Background: an optimization exercise with open tools, aiming at small area. Do not read the settings as production practice.
Where RTL was checked, it was by simulation tests only, not by an equivalence proof against the original.

Design MX_MAC_hybrid_BPE, start of the top module:
module MX_MAC_hybrid_BPE #(
	parameter M_out_width = 16
)
(
	input  logic        clk_i,
	input  logic        rstn,
	input  logic [7:0]  a_mant0,
	input  logic [7:0]  a_mant1,
	input  logic [7:0]  a_mant2,
	input  logic [7:0]  a_mant3,
	input  logic [7:0]  b_mant0,
	input  logic [7:0]  b_mant1,
	input  logic [7:0]  b_mant2,
	input  logic [7:0]  b_mant3,
	input  logic [9:0]  a_exp_in0,
	input  logic [9:0]  a_exp_in1,
	input  logic [9:0]  a_exp_in2,
	input  logic [9:0]  a_exp_in3,
	input  logic [9:0]  b_exp_in0,
	input  logic [9:0]  b_exp_in1,
	input  logic [9:0]  b_exp_in2,
	input  logic [9:0]  b_exp_in3,
	input  logic [3:0]  a_sign_in0,
	input  logic [3:0]  a_sign_in1,
	input  logic [3:0]  a_sign_in2,
	input  logic [3:0]  a_sign_in3,
	input  logic [3:0]  b_sign_in0,
	input  logic [3:0]  b_sign_in1,
	input  logic [3:0]  b_sign_in2,
	input  logic [3:0]  b_sign_in3,
	input  logic [1:0]  prec_mode,
	input  logic [1:0]  FP_mode,
	input  logic [7:0]  shared_exp_added,
	input  logic        A_valid,
	input  logic        B_valid,
	output logic [M_out_width-1:0] MAC_mant_out,
	output logic [7:0] MAC_exp_out,
	output logic MAC_sign_out
);
logic [15:0] accum_mant;
logic [7:0]  accum_exp;
logic        accum_sign;
logic [15:0] out_mant;
logic [7:0]  out_exp;
logic        out_sign;
  ...
For scale: ~3200 cells after synthesis, ~25 flip-flops.
Settings: LEC_CHECK=0, ABC_AREA=1, CAP_MARGIN=20, CORE_MARGIN=2, CORE_UTILIZATION=40, SLEW_MARGIN=20; clock period 30.0 ns.
standard.sh (not shown) runs the stock make flow with config.mk's settings and CLKGATE_MAP_FILE= SYNTH_SCRIPT=/design/flow/synth_recipe.tcl, a recipe that flattens the netlist after the stock synthesis.
==> flow/flow/run.sh <==
#!/bin/bash
# Standard layout (standard.sh) with these changes to how it is made:
#  - ABC's area script replaced by flow/abc_area.script (choice computation
#    and area-oriented mapping); synthesis is otherwise unchanged;
#  - no full/half-adder cell extraction before ABC (ADDER_MAP_FILE empty);
#  - port buffers made from the smallest buffer cell.
set -e
rm -rf scripts_mod
cp -r "$FLOW_HOME/scripts" scripts_mod
cp flow/abc_area.script scripts_mod/abc_area.script
export SCRIPTS_DIR="$PWD/scripts_mod"
export ADDER_MAP_FILE=
export BUFFER_PORTS_ARGS="-buffer_cell sky130_fd_sc_hd__buf_1"
bash standard.sh > standard.log 2>&1
==> flow/flow/abc_area.script <==
strash
&get -n
&dch -f
&nf -R 1000 -p
&st
&dch -f
&nf -R 1000 -p
&put
topo
stime -c
buffer -c
upsize -c
dnsize -c
Next try:
--- a/flow/design.v
+++ b/flow/design.v
@@ -56,21 +56,20 @@
 	input  logic        s,
 	input  logic [6:0]  d,
 	output logic [18:0] term,
 	output logic        cin
 );
 logic [7:0] p;
 mul4x4 mul0 (.x(x), .y(y), .p(p));
-logic signed [8:0] ps;
-assign ps = ({1'b0, p} ^ {9{s}}) + {8'd0, s};
-logic signed [20:0] v, sh;
-assign v = {ps, 12'd0};
-assign sh = v >>> d;
-assign term = {~sh[18], sh[17:0]};
-assign cin = 1'b0;
+logic [19:0] v, sh, mask;
+assign v = {p, 12'd0};
+assign sh = v >> d;
+assign mask = ~({20{1'b1}} << d);
+assign term = {~s, sh[17:0] ^ {18{s}}};
+assign cin = s & ~(|(v & mask));
 endmodule
 module fp4_prod (
 	input  logic       ma,
 	input  logic [1:0] ea,
 	input  logic       sa,
 	input  logic       mb,
 	input  logic [1:0] eb,
@@ -193,28 +192,18 @@
 assign f1 = f8e(a_exp_in0[9:5]) + f8e(b_exp_in1[4:0]);
 assign f2 = f8e(a_exp_in1[4:0]) + f8e(b_exp_in0[9:5]);
 assign f3 = f8e(a_exp_in1[9:5]) + f8e(b_exp_in1[9:5]);
 assign e0 = fp8 ? f0 : 6'd0;
 assign e1 = fp8 ? f1 : {3'd0, int8, 2'd0};
 assign e2 = fp8 ? f2 : {3'd0, int8, 2'd0};
 assign e3 = fp8 ? f3 : {2'd0, int8, 3'd0};
-logic g01, g02, g03, g12, g13, g23;
-assign g01 = (e0 >= e1);
-assign g02 = (e0 >= e2);
-assign g03 = (e0 >= e3);
-assign g12 = (e1 >= e2);
-assign g13 = (e1 >= e3);
-assign g23 = (e2 >= e3);
-logic w0, w1, w2, w3;
-assign w0 = g01 & g02 & g03;
-assign w1 = ~g01 & g12 & g13;
-assign w2 = ~g02 & ~g12 & g23;
-assign w3 = ~g03 & ~g13 & ~g23;
-logic [5:0] big;
-assign big = ({6{w0}} & e0) | ({6{w1 & ~w0}} & e1) | ({6{w2 & ~w0 & ~w1}} & e2) | ({6{w3 & ~w0 & ~w1 & ~w2}} & e3);
+logic [5:0] big01, big23, big;
+assign big01 = (e0 >= e1) ? e0 : e1;
+assign big23 = (e2 >= e3) ? e2 : e3;
+assign big   = (big01 >= big23) ? big01 : big23;
 logic [3:0] x0, x1, x2, x3, y0, y1, y2, y3;
 logic s0, s1, s2, s3;
 logic [6:0] d0, d1, d2, d3, bigp;
 assign bigp = {1'b0, big} + {4'd0, ~(fp8 & e5m2), 2'b00};
 assign d0 = bigp - {1'b0, e0};
 assign d1 = bigp - {1'b0, e1};
 assign d2 = bigp - {1'b0, e2};
@@ -593,25 +582,23 @@
 	if (n4[38:37] == '0) begin n5 = n4 << 2;  lz[1] = 1'b1; end else n5 = n4;
 	if (n5[38] == 1'b0)  begin lz[0] = 1'b1; end
 end
 logic [15:0] nm;
 assign nm = lz[0] ? n5[36:21] : n5[37:22];
 logic zero;
 assign zero = ~(|m);
-logic [7:0] en, en1, en_lz1;
+logic [7:0] en;
 assign en = case1 ? ea : e_in;
-assign en1 = en + 8'd1;
-assign en_lz1 = en1 - {2'b00, lz[5:1], 1'b0};
 assign keep_mant = case2;
 assign out_mant = nm;
 always_comb begin
 	if (case2) begin
 		out_exp = 8'd1; out_sign = 1'b0;
 	end else begin
-		out_exp  = zero ? en1 : (lz[0] ? en_lz1 - 8'd1 : en_lz1);
+		out_exp  = zero ? en + 8'd1 : en - {2'b00, lz} + 8'd1;
 		out_sign = case4 ? x_sign : y[38];
 	end
 end
 endmodule
 module mac_core (
 	input  logic [7:0]  a_mant0, a_mant1, a_mant2, a_mant3,
 	input  logic [7:0]  b_mant0, b_mant1, b_mant2, b_mant3,
Result:
- The new run produced a clean layout
- die area drops slightly
- synthesized cell count drops slightly
- worst hold slack gains 0.023 ns
- sequential share of layout area hardly moves
- synthesized area drops slightly
- first-iteration DRC count drops by about a fifth
- wire length drops by a few percent
- maximum frequency climbs slightly
- via count drops by a few percent
- final area drops slightly
For the first run of this note, only the layout was checked, not whether the RTL still works.

==> re-timing with driven ports <==
How much do the figures lean on ideal ports? The routed layouts below were timed once more, with nothing changed but the port constraints.
Step 1 sets driving cells, clkbuf_16 on the clock port and buf_2 on the other inputs (assumed; they add their load-dependent delay and slew).
Step 2, shift: input delay + t, output delay - t, t = (earliest + latest rising clock arrival at the registers) / 2. This alone moves slack from input paths to output paths.
a / b / c = ideal / step 1 / step 2; a / b = the first two.
| run | t (ns) | setup slack, ns | worst data-port slew with drivers (ns) |
|---|---|---|---|
| the first run | 0.286 | 1.544 / 1.551 / 1.264 | 0.05 |
| the second run | 0.294 | 1.883 / 1.886 / 1.592 | 0.06 |
After both steps setup and hold are still met in every run listed. For the second run, which loses most, drivers alone change the setup slack by +0.003 ns; drivers and shift together by -0.291 ns.
